Source: an optimization exercise on an open RTL-to-GDS flow (aim: small area). Production flows keep margins and buffers that such runs may drop.
The RTL was checked by simulation tests, not by an equivalence proof against the original design.
Power figures rest on the tool's default switching activity, not on a simulated workload.

==> pepper: inputs <==
## M65C02_Core
module M65C02_Core(Rst, Clk, IRQ_Msk, xIRQ, Int, Vector, Done, SC, Mode, RMW, IntSvc, ISR, MC, MemTyp, Wait, Rdy, IO_Op, AO, DI, DO, A
, X, Y, S, P, PC, IR, OP1, OP2);
export LEC_CHECK = 0
export ABC_AREA = 1
export CAP_MARGIN = 20
export CORE_MARGIN = 2
export CORE_UTILIZATION = 50
export CTS_BUF_LIST = sky130_fd_sc_hd__clkbuf_8
export SLEW_MARGIN = 20
export SYNTH_MEMORY_MAX_BITS = 32768
create_clock -name core_clock -period 10.0 [get_ports {Clk}]
standard.sh (not shown) runs the stock make flow with config.mk's settings and CLKGATE_MAP_FILE= SYNTH_SCRIPT=/design/flow/synth_recipe.tcl, a recipe that flattens the netlist after the stock synthesis.
==> flow/flow/run.sh <==
#!/bin/bash
# Layout flow: the standard flow (standard.sh, unchanged synthesis and
# steps), with the port buffers that global placement inserts on every input
# and output made from the smallest buffer, sky130_fd_sc_hd__buf_1, instead of
# the default choice.
set -euo pipefail
export BUFFER_PORTS_ARGS="-buffer_cell sky130_fd_sc_hd__buf_1"
bash standard.sh > standard.log 2>&1
==> delta: changes against pepper <==
==> flow/flow/run.sh (replaced) <==
#!/bin/bash
# Layout flow: the standard flow (standard.sh) with two changes.
#  1. Synthesis is the standard synthesis script (synth_recipe.tcl, which runs
#     ORFS's synth.tcl) except for the ABC script of its final technology
#     mapping, flow/abc_map.script: an area-oriented mapping instead of
#     ORFS's abc_area.script. Registers, flattening and renaming are those of
#     the standard synthesis.
#  2. The port buffers that global placement inserts on every input and
#     output use the smallest buffer, sky130_fd_sc_hd__buf_1.
set -euo pipefail
HERE=$(pwd)
{
  printf 'proc abc {args} {\n'
  printf '  set i [lsearch -exact $args -script]\n'
  printf '  if {$i >= 0} { lset args [expr {$i + 1}] %s/flow/abc_map.script }\n' "$HERE"
  printf '  yosys abc {*}$args\n'
  printf '}\n'
  cat synth_recipe.tcl
} > my_synth.tcl
sed -e "s#SYNTH_SCRIPT=[^ ]*#SYNTH_SCRIPT=$HERE/my_synth.tcl#" standard.sh > my_standard.sh
grep -q "SYNTH_SCRIPT=$HERE/my_synth.tcl" my_standard.sh
export BUFFER_PORTS_ARGS="-buffer_cell sky130_fd_sc_hd__buf_1"
bash my_standard.sh > standard.log 2>&1
==> flow/flow/abc_map.script (new file) <==
strash
dch
map -D 3000
topo
buffer -c
dnsize -c -D 3000
==> reports/metrics.yaml <==
final_layout:
  seqCellArea_sq_mm: 0.003157
power_and_ir_drop:
  clk-power_mw: 0.564
yosys:
  synth_fa_ha_area_share_pct: 6.963
die:
  die_y_microns: 161.0
grt:
  grt_usage_pct: 45.66
placement:
  dp_hpwl_mm: 46.73
run_status:
  outcome: "complete, no violations"
# the run above: delta

==> reports/metrics.yaml <==
run_status:
  outcome: "complete, no violations"
yosys:
  netlist-cell-type-count: 74
  synth_fa_ha_area_share_pct: 6.205
routing:
  wirelength_met1_mm: 22.72
power_and_ir_drop:
  pg_seq_mw: 0.663
grt:
  grt_usage_pct: 43.94
timing:
  rsz0062_at_grt: "no"
# the run above: pepper


==> build 68: inputs <==
Another version of the RTL of M65C02_Core (not shown whole).
## M65C02_Core
module M65C02_Core(Rst, Clk, IRQ_Msk, xIRQ, Int, Vector, Done, SC, Mode, RMW, IntSvc, ISR, MC, MemTyp, Wait, Rdy, IO_Op, AO, DI, DO, A
, X, Y, S, P, PC, IR, OP1, OP2);
clock: 10.0 ns
lec_check: 0
abc_area: 1
cap_margin: 10
core_margin: 2
core_utilization: 50
slew_margin: 10
synth_memory_max_bits: 32768
==> flow/flow/run.sh <==
#!/bin/bash
# Layout flow: the standard flow (standard.sh) with two changes.
#  1. Synthesis is the standard synthesis script (synth_recipe.tcl, which runs
#     ORFS's synth.tcl) except for the ABC script of its final technology
#     mapping, flow/abc_map.script: a mapping with a 3 ns delay target and
#     area recovery instead of ORFS's abc_area.script. Registers, flattening
#     and renaming are those of the standard synthesis.
#  2. The port buffers that global placement inserts on every input and
#     output use the smallest buffer, sky130_fd_sc_hd__buf_1.
set -euo pipefail
HERE=$(pwd)
{
  printf 'proc abc {args} {\n'
  printf '  set i [lsearch -exact $args -script]\n'
  printf '  if {$i >= 0} { lset args [expr {$i + 1}] %s/flow/abc_map.script }\n' "$HERE"
  printf '  yosys abc {*}$args\n'
  printf '}\n'
  cat synth_recipe.tcl
} > my_synth.tcl
sed -e "s#SYNTH_SCRIPT=[^ ]*#SYNTH_SCRIPT=$HERE/my_synth.tcl#" standard.sh > my_standard.sh
grep -q "SYNTH_SCRIPT=$HERE/my_synth.tcl" my_standard.sh
export BUFFER_PORTS_ARGS="-buffer_cell sky130_fd_sc_hd__buf_1"
bash my_standard.sh > standard.log 2>&1
==> flow/flow/abc_map.script <==
strash
dch
map -D 3000
topo
buffer -c
dnsize -c -D 3000
==> build 32 (differences from build 68) <==
==> flow/flow/run.sh (replaced) <==
#!/bin/bash
# Layout flow: the standard flow (standard.sh, unchanged synthesis and
# steps), with the port buffers that global placement inserts on every input
# and output made from the smallest buffer, sky130_fd_sc_hd__buf_1, instead of
# the default choice.
set -euo pipefail
export BUFFER_PORTS_ARGS="-buffer_cell sky130_fd_sc_hd__buf_1"
bash standard.sh > standard.log 2>&1
CAP_MARGIN = 20   (was 10)
SLEW_MARGIN = 20   (was 10)
removed: flow/flow/abc_map.script
==> build 81 (differences from build 68) <==
CAP_MARGIN = 20   (was 10)
SLEW_MARGIN = 20   (was 10)
==> run notes <==
status=timing/DRC/antenna clean; final core occ=56.4%; most frequent cells in the layout=nand2_1 (429), inv_1 (313), o21ai_0 (205); area grow syn2layout=11.4%; M2 GR Usage=66.1%; cell internal pwr=1150 uW; Mapped Avg Cell Area=6.41 um^2; Non-clk bufs=179; first-pass GRT wire length=90500 um; n_diodes=2; Slew HR=29.5%; top cells by count, synth=nand2_1 (429), inv_1 (315), o21ai_0 (206); drt pass-1 iters=6; Final WS setup=0.486 ns; layout cell share with drive strength beyond 1=10.3%; die area=0.0275 mm^2; Seq. pwr=653 uW; minimum clock period=9.51 ns; Net Sw Power=782 uW; Finished Layout Cells=2531
the above is filed under build 32

==> run notes <==
status=timing/DRC/antenna clean; first-pass GRT wire length=92000 um; M2 GR Usage=72.2%; metal3 WL=8410 um; biggest regs=AddrGen_MAR (16), AddrGen_dPC (16), PC (16); final core occ=58.5%; Seq. pwr=658 uW; Net Sw Power=765 uW; area grow syn2layout=15.8%; layout cell share with drive strength beyond 1=6.81%; die area=0.0257 mm^2; minimum clock period=9.78 ns; drt pass-1 iters=12; cell internal pwr=1150 uW; n_diodes=4; Non-clk bufs=205; Finished Layout Cells=2429; top cells by count, synth=nand2_1 (314), inv_1 (301), nor2_1 (255)
the above is filed under build 68

==> run notes <==
status=timing/DRC/antenna clean; Slew HR=29.5%; Seq. pwr=658 uW; n_diodes=4; first-pass GRT wire length=92000 um; Non-clk bufs=205; Net Sw Power=765 uW; Mapped Avg Cell Area=6.34 um^2; minimum clock period=9.78 ns; most frequent cells in the layout=nand2_1 (312), inv_1 (297), nor2_1 (248); Final WS setup=0.220 ns; M2 GR Usage=72.2%; die area=0.0257 mm^2; cell internal pwr=1150 uW; final core occ=58.5%
the above is filed under build 81

separate check: timing with driven ports:
In the flow no input, the clock included, has a driving cell. The finished layouts below were timed again as built, in two steps. Step 1 assumes that a clkbuf_16 drives the clock port and a buf_2 every other input. Step 2 moves the port delays by t, midway between the first and last clock arrival at a register: inputs arrive t later, outputs are due t later. That takes back most of the time a late clock gives input paths. Slacks: no drivers / after step 1 / after step 2; pairs: no drivers / after step 1.
run | t (ns) | setup slack, ns | worst setup path at the end
pepper | 0.526 | 0.394 / 0.341 / 0.868 | register to output
delta | 0.526 | 0.389 / 0.336 / 0.862 | register to output
build 68 | 0.492 | 0.220 / 0.164 / 0.656 | register to output
build 32 | 0.492 | 0.486 / 0.432 / 0.924 | register to output
build 81 | 0.492 | 0.220 / 0.164 / 0.656 | register to output
After both steps setup and hold are still met in every run listed.
